Background: an optimization exercise with open tools, aiming at small area, a short achievable clock period and few clock cycles. Do not read the settings as production practice. Where RTL was checked, it was by simulation tests only, not by an equivalence proof against the original. No activity file was given, so power comes from the tool's default toggle rates.

## v25
// milestone1
module milestone1 (
		input logic CLOCK_50_I,
		input logic resetn,
		output logic SRAM_we_n,
		output logic [17:0] SRAM_address,
		output logic [15:0] SRAM_write_data,
		input logic [15:0] SRAM_read_data,
		input logic M1_enable,
		output logic M1_finish
);
localparam logic [17:0] U_OFFSET = 18'd38400,
	  V_OFFSET = 18'd57600,
	  RGB_OFFSET = 18'd146944;
logic        run;
logic        we;                    
assign SRAM_we_n = ~we;
logic        p0, p1, p2, p3, p4;    
logic        wr_ok;                 
logic [7:0]  m;                     
logic [15:0] yaddr;                 
logic [17:0] waddr;
logic        par;                   
logic [14:0] uvw;                   
assign par = yaddr[0];
assign uvw = yaddr[15:1] + 15'd2;
logic [7:0]  qu [0:5];
logic [7:0]  qv [0:5];
logic [7:0]  ulb;
logic [15:0] vb;
logic [7:0]  ylo, py;               
logic [8:0]  s1r, s2r, s3r;         
logic [8:0]  fha, fhb;              
  ...
Size: about 1,800 cells after synthesis, ~55 I/O pins, ~0.023 mm² of cells after synthesis.
==> flow/config.mk <==
export PLATFORM = sky130hd
export DESIGN_NAME = milestone1
export DESIGN_NICKNAME = milestone1
export VERILOG_FILES = /design/flow/design.v
export SDC_FILE = /design/flow/constraint.sdc
export NUM_CORES = 4
export LEC_CHECK = 0
export CAP_MARGIN = 20
export CORE_MARGIN = 2
export CORE_UTILIZATION = 60
export CTS_CLUSTER_DIAMETER = 100
export CTS_CLUSTER_SIZE = 25
export PLACE_DENSITY = 0.75
export SLEW_MARGIN = 20
export SYNTH_HIERARCHICAL = 1
export SYNTH_MINIMUM_KEEP_SIZE = 0
==> flow/constraint.sdc <==
create_clock -name core_clock -period 14.0 [get_ports {CLOCK_50_I}]
set_input_delay 2.8000 -clock core_clock [delete_from_list [all_inputs] [get_ports {CLOCK_50_I}]]
set_output_delay 2.8000 -clock core_clock [all_outputs]
set_load 0.01 [all_outputs]
standard.sh (not shown) runs the stock make flow with config.mk's settings and CLKGATE_MAP_FILE= SYNTH_SCRIPT=/design/flow/synth_recipe.tcl, a recipe that flattens the netlist after the stock synthesis.
==> flow/flow/run.sh <==
#!/bin/bash
# Standard layout, with repair_timing asked for extra setup margin so that the
# optimiser works on paths well inside the design's clock period.
# Each step's full output goes to a log file of its own in this folder.
set -euo pipefail
MARGIN=${MARGIN:-10.3}
bash standard.sh synth > synth.log 2>&1
bash standard.sh SETUP_SLACK_MARGIN=$MARGIN finish > layout.log 2>&1
v25 finished every step from synthesis to the final layout, and the layout passed the timing, DRC and antenna checks.
Testbench counts of v25, summed over its fixed seeds: cycles 1,536,240.
#### Input delta (v37 over v25)
--- a/flow/design.v
+++ b/flow/design.v
@@ -32,38 +32,40 @@
 logic [7:0]  ylo, py;               
 logic [8:0]  s1r, s2r, s3r;         
 logic [8:0]  fha, fhb;              
 logic        fhc;                   
 logic [8:0]  pur, pvr;              
 logic [7:0]  b0;
 logic [10:0] tra, trb, tga, tgb, tba, tbb;    
 logic        trc, tgc, tbc;         
-logic [7:0] w0, w1, w2, w3, w4, w5;
-assign w0 = p2 ? qv[0] : qu[0];
-assign w1 = p2 ? qv[1] : qu[1];
-assign w2 = p2 ? qv[2] : qu[2];
-assign w3 = p2 ? qv[3] : qu[3];
-assign w4 = p2 ? qv[4] : qu[4];
-assign w5 = p2 ? qv[5] : qu[5];
 logic m0, m1, m157, m158, m159;
 assign m0 = (m == 8'd0);
 assign m1 = (m == 8'd1);
 assign m157 = (m == 8'd157);
 assign m158 = (m == 8'd158);
 assign m159 = (m == 8'd159);
+logic mid_l, mid_r;
+assign mid_l = ~(m0 | m1);
+assign mid_r = ~(m157 | m158 | m159);
+function automatic logic [7:0] pick(input logic [7:0] x, input logic s);
+	pick = x & {8{s}};
+endfunction
 logic [7:0] fa, fb, fc, fd, fe, ff;
-always_comb begin
-	fc = w2;
-	fa = m0 ? w2 : m1 ? w1 : w0;
-	fb = m0 ? w2 : w1;
-	fd = m159 ? w2 : w3;
-	fe = m159 ? w2 : m158 ? w3 : w4;
-	ff = m159 ? w2 : m158 ? w3 : m157 ? w4 : w5;
-end
+assign fa = pick(qu[0], ~p2 & mid_l) | pick(qu[1], ~p2 & m1) | pick(qu[2], ~p2 & m0)
+          | pick(qv[0],  p2 & mid_l) | pick(qv[1],  p2 & m1) | pick(qv[2],  p2 & m0);
+assign fb = pick(qu[1], ~p2 & ~m0) | pick(qu[2], ~p2 & m0)
+          | pick(qv[1],  p2 & ~m0) | pick(qv[2],  p2 & m0);
+assign fc = pick(qu[2], ~p2) | pick(qv[2], p2);
+assign fd = pick(qu[3], ~p2 & ~m159) | pick(qu[2], ~p2 & m159)
+          | pick(qv[3],  p2 & ~m159) | pick(qv[2],  p2 & m159);
+assign fe = pick(qu[4], ~p2 & ~(m158 | m159)) | pick(qu[3], ~p2 & m158) | pick(qu[2], ~p2 & m159)
+          | pick(qv[4],  p2 & ~(m158 | m159)) | pick(qv[3],  p2 & m158) | pick(qv[2],  p2 & m159);
+assign ff = pick(qu[5], ~p2 & mid_r) | pick(qu[4], ~p2 & m157) | pick(qu[3], ~p2 & m158) | pick(qu[2], ~p2 & m159)
+          | pick(qv[5],  p2 & mid_r) | pick(qv[4],  p2 & m157) | pick(qv[3],  p2 & m158) | pick(qv[2],  p2 & m159);
 wire fsum_w1 = ~s1r[7];
 wire fsum_w2 = s1r[7];
 wire fsum_w3, fsum_w4;
 m1_ha fsum_w3_ha (.a(s1r[8]), .b(s1r[6]), .s(fsum_w3), .co(fsum_w4));
 wire fsum_w5, fsum_w6;
 m1_ha fsum_w5_ha (.a(s1r[5]), .b(s1r[3]), .s(fsum_w5), .co(fsum_w6));
 wire fsum_w7 = ~(s1r[6] ^ s1r[4]);
 wire fsum_w8 = s1r[6] | s1r[4];
Results
Looking only at fraction of the mapped netlist area in compound gates, and setting everything else aside, the higher value of v37 and v25 goes to v37. The run showing the greater antenna diode count is v25. Relative to v25, count of different cell masters after synthesis has increased by 4 in v37. The adder-cell share of the synthesized area on v25 is in line with that on v37. Any difference in die boundary height between v37 and v25 is small enough to ignore. Going from v25 to v37, sequential share of power grows by 0.4 points.
For v37, only the layout was checked, not whether the RTL still works.

* * *

the reference run:
milestone1, a different RTL version from the one above (not shown whole).
Size: roughly 1900 cells after synthesis.
export LEC_CHECK = 0
export CAP_MARGIN = 20
export CORE_MARGIN = 2
export CORE_UTILIZATION = 40
export CTS_CLUSTER_DIAMETER = 100
export CTS_CLUSTER_SIZE = 25
export PLACE_DENSITY = 0.6
export SLEW_MARGIN = 20
export SYNTH_HIERARCHICAL = 1
export SYNTH_MINIMUM_KEEP_SIZE = 0
create_clock -name core_clock -period 14.0 [get_ports {CLOCK_50_I}]
==> flow/flow/run.sh <==
#!/bin/bash
# Standard layout, with repair_timing asked for extra setup margin so that the
# optimiser works on paths well inside the design's clock period.
# Each step's full output goes to a log file of its own in this folder.
set -euo pipefail
MARGIN=${MARGIN:-10}
bash standard.sh synth > synth.log 2>&1
bash standard.sh SETUP_SLACK_MARGIN=$MARGIN finish > layout.log 2>&1
Relative to the reference run, the following input files were edited for the trial run:
--- a/flow/design.v
+++ b/flow/design.v
@@ -9,18 +9,16 @@
 		input logic [15:0] SRAM_read_data,
 		input logic M1_enable,
 		output logic M1_finish
 );
 localparam logic [17:0] U_OFFSET = 18'd38400,
 	  V_OFFSET = 18'd57600,
 	  RGB_OFFSET = 18'd146944;
 logic        run;
-logic        we;                    
-assign SRAM_we_n = ~we;
 logic        p0, p1, p2, p3, p4;    
 logic        wr_ok;                 
 logic [7:0]  m;                     
 logic [15:0] yaddr;                 
 logic [17:0] waddr;
 logic        par;                   
 logic [14:0] uvw;                   
 assign par = yaddr[0];
@@ -748,40 +746,40 @@
 	tba <= tb_a[26:16]; tbb <= tb_b[26:16]; tbc <= tbl[16];
 	b0 <= cb;
 	SRAM_write_data <= p0 ? {cr, cg} : p1 ? {b0, cr} : {cg, cb};
 end
 always_ff @(posedge CLOCK_50_I or negedge resetn) begin
 	if (!resetn) begin
 		run <= 1'b0;
 		M1_finish <= 1'b0;
-		we <= 1'b0;
+		SRAM_we_n <= 1'b1;
 		p0 <= 1'b1; p1 <= 1'b0; p2 <= 1'b0; p3 <= 1'b0; p4 <= 1'b0;
 		wr_ok <= 1'b0;
 		m <= 8'd154;
 		yaddr <= 16'hFFFC;
 		waddr <= RGB_OFFSET;
 	end else if (run) begin
 		{p0, p1, p2, p3, p4} <= {p4, p0, p1, p2, p3};
 		if (p1) m <= m159 ? 8'd0 : m + 8'd1;
 		if (p4) begin
 			if (yaddr == 16'd1) wr_ok <= 1'b1;
 			yaddr <= yaddr + 16'd1;
 		end
-		we <= 1'b0;
+		SRAM_we_n <= 1'b1;
 		if ((p0 | p1 | p2) && wr_ok) begin
-			we <= 1'b1;
+			SRAM_we_n <= 1'b0;
 			waddr <= waddr + 18'd1;
 			if (p2 && waddr == 18'h3FFFF) begin
 				M1_finish <= 1'b1;
 				run <= 1'b0;
 			end
 		end
 	end else begin
-		we <= 1'b0;
+		SRAM_we_n <= 1'b1;
 		if (M1_enable && !M1_finish) run <= 1'b1;
 	end
 end
 always_ff @(posedge CLOCK_50_I) begin
 	if (p4) SRAM_address <= {2'b00, yaddr};
 	else if (p3) SRAM_address <= (par ? U_OFFSET : V_OFFSET) + {3'd0, uvw};
 	else SRAM_address <= waddr;
 end
## What came out
- In terms of standard cell core area, the reference run and the trial run differ only marginally.
- Delta (the trial run minus the reference run): routed wire length saw an increase, slew at the pin closest to its max-slew limit saw an increase, part of the cycle the worst path needs saw an increase, xor/xnor share of the synthesized area saw an increase.
- Re first-iteration DRC count: the reference run and the trial run aren't equal, and the higher value belongs to the reference run.
- Summary — fraction of power consumed by the clock network, the trial run relative to the reference run: lower, by 1.4 points.
- The trial run — total length of routed met3 wires about 2.6% higher, the reference run as reference
- Relative to the reference run, number of antenna violations at the first check in global routing increased by 2 in the trial run.
- Between the reference run and the trial run, the overall fraction of global-route tracks in use figures differ only marginally.
- Looking at the reference run and the trial run, the mean cell area of the mapped netlist is a wash.
Testbench counts of the trial run, summed over its fixed seeds: cycles 1,536,240.
For the reference run, only the layout was checked, not whether the RTL still works.

==> what the ideal ports hide <==
In the flow no input, the clock included, has a driving cell. The finished layouts below were timed again as built, in two steps.
Step 1 sets driving cells, clkbuf_16 on the clock port and buf_2 on the other inputs (assumed; they add their load-dependent delay and slew).
Step 2 times the ports against the registers' clock, not the clock port: input delays grow and output delays shrink by t, the midpoint of the rising clock arrivals with the driver on.
a / b / c = no drivers / after step 1 / after step 2; a / b = the first two.
run | shift t [ns] | setup WS [ns] | worst hold slack (ns)
v25 | 0.581 | 10.127 / 10.073 / 10.148 | 0.453 / 0.453 / 0.453
v37 | 0.577 | 10.133 / 10.079 / 10.185 | 0.451 / 0.451 / 0.451
the reference run | 0.607 | 10.057 / 10.001 / 10.212 | 0.457 / 0.457 / 0.457
the trial run | 0.602 | 10.014 / 9.954 / 10.207 | 0.444 / 0.444 / 0.444
After both steps every run listed still meets setup and hold.
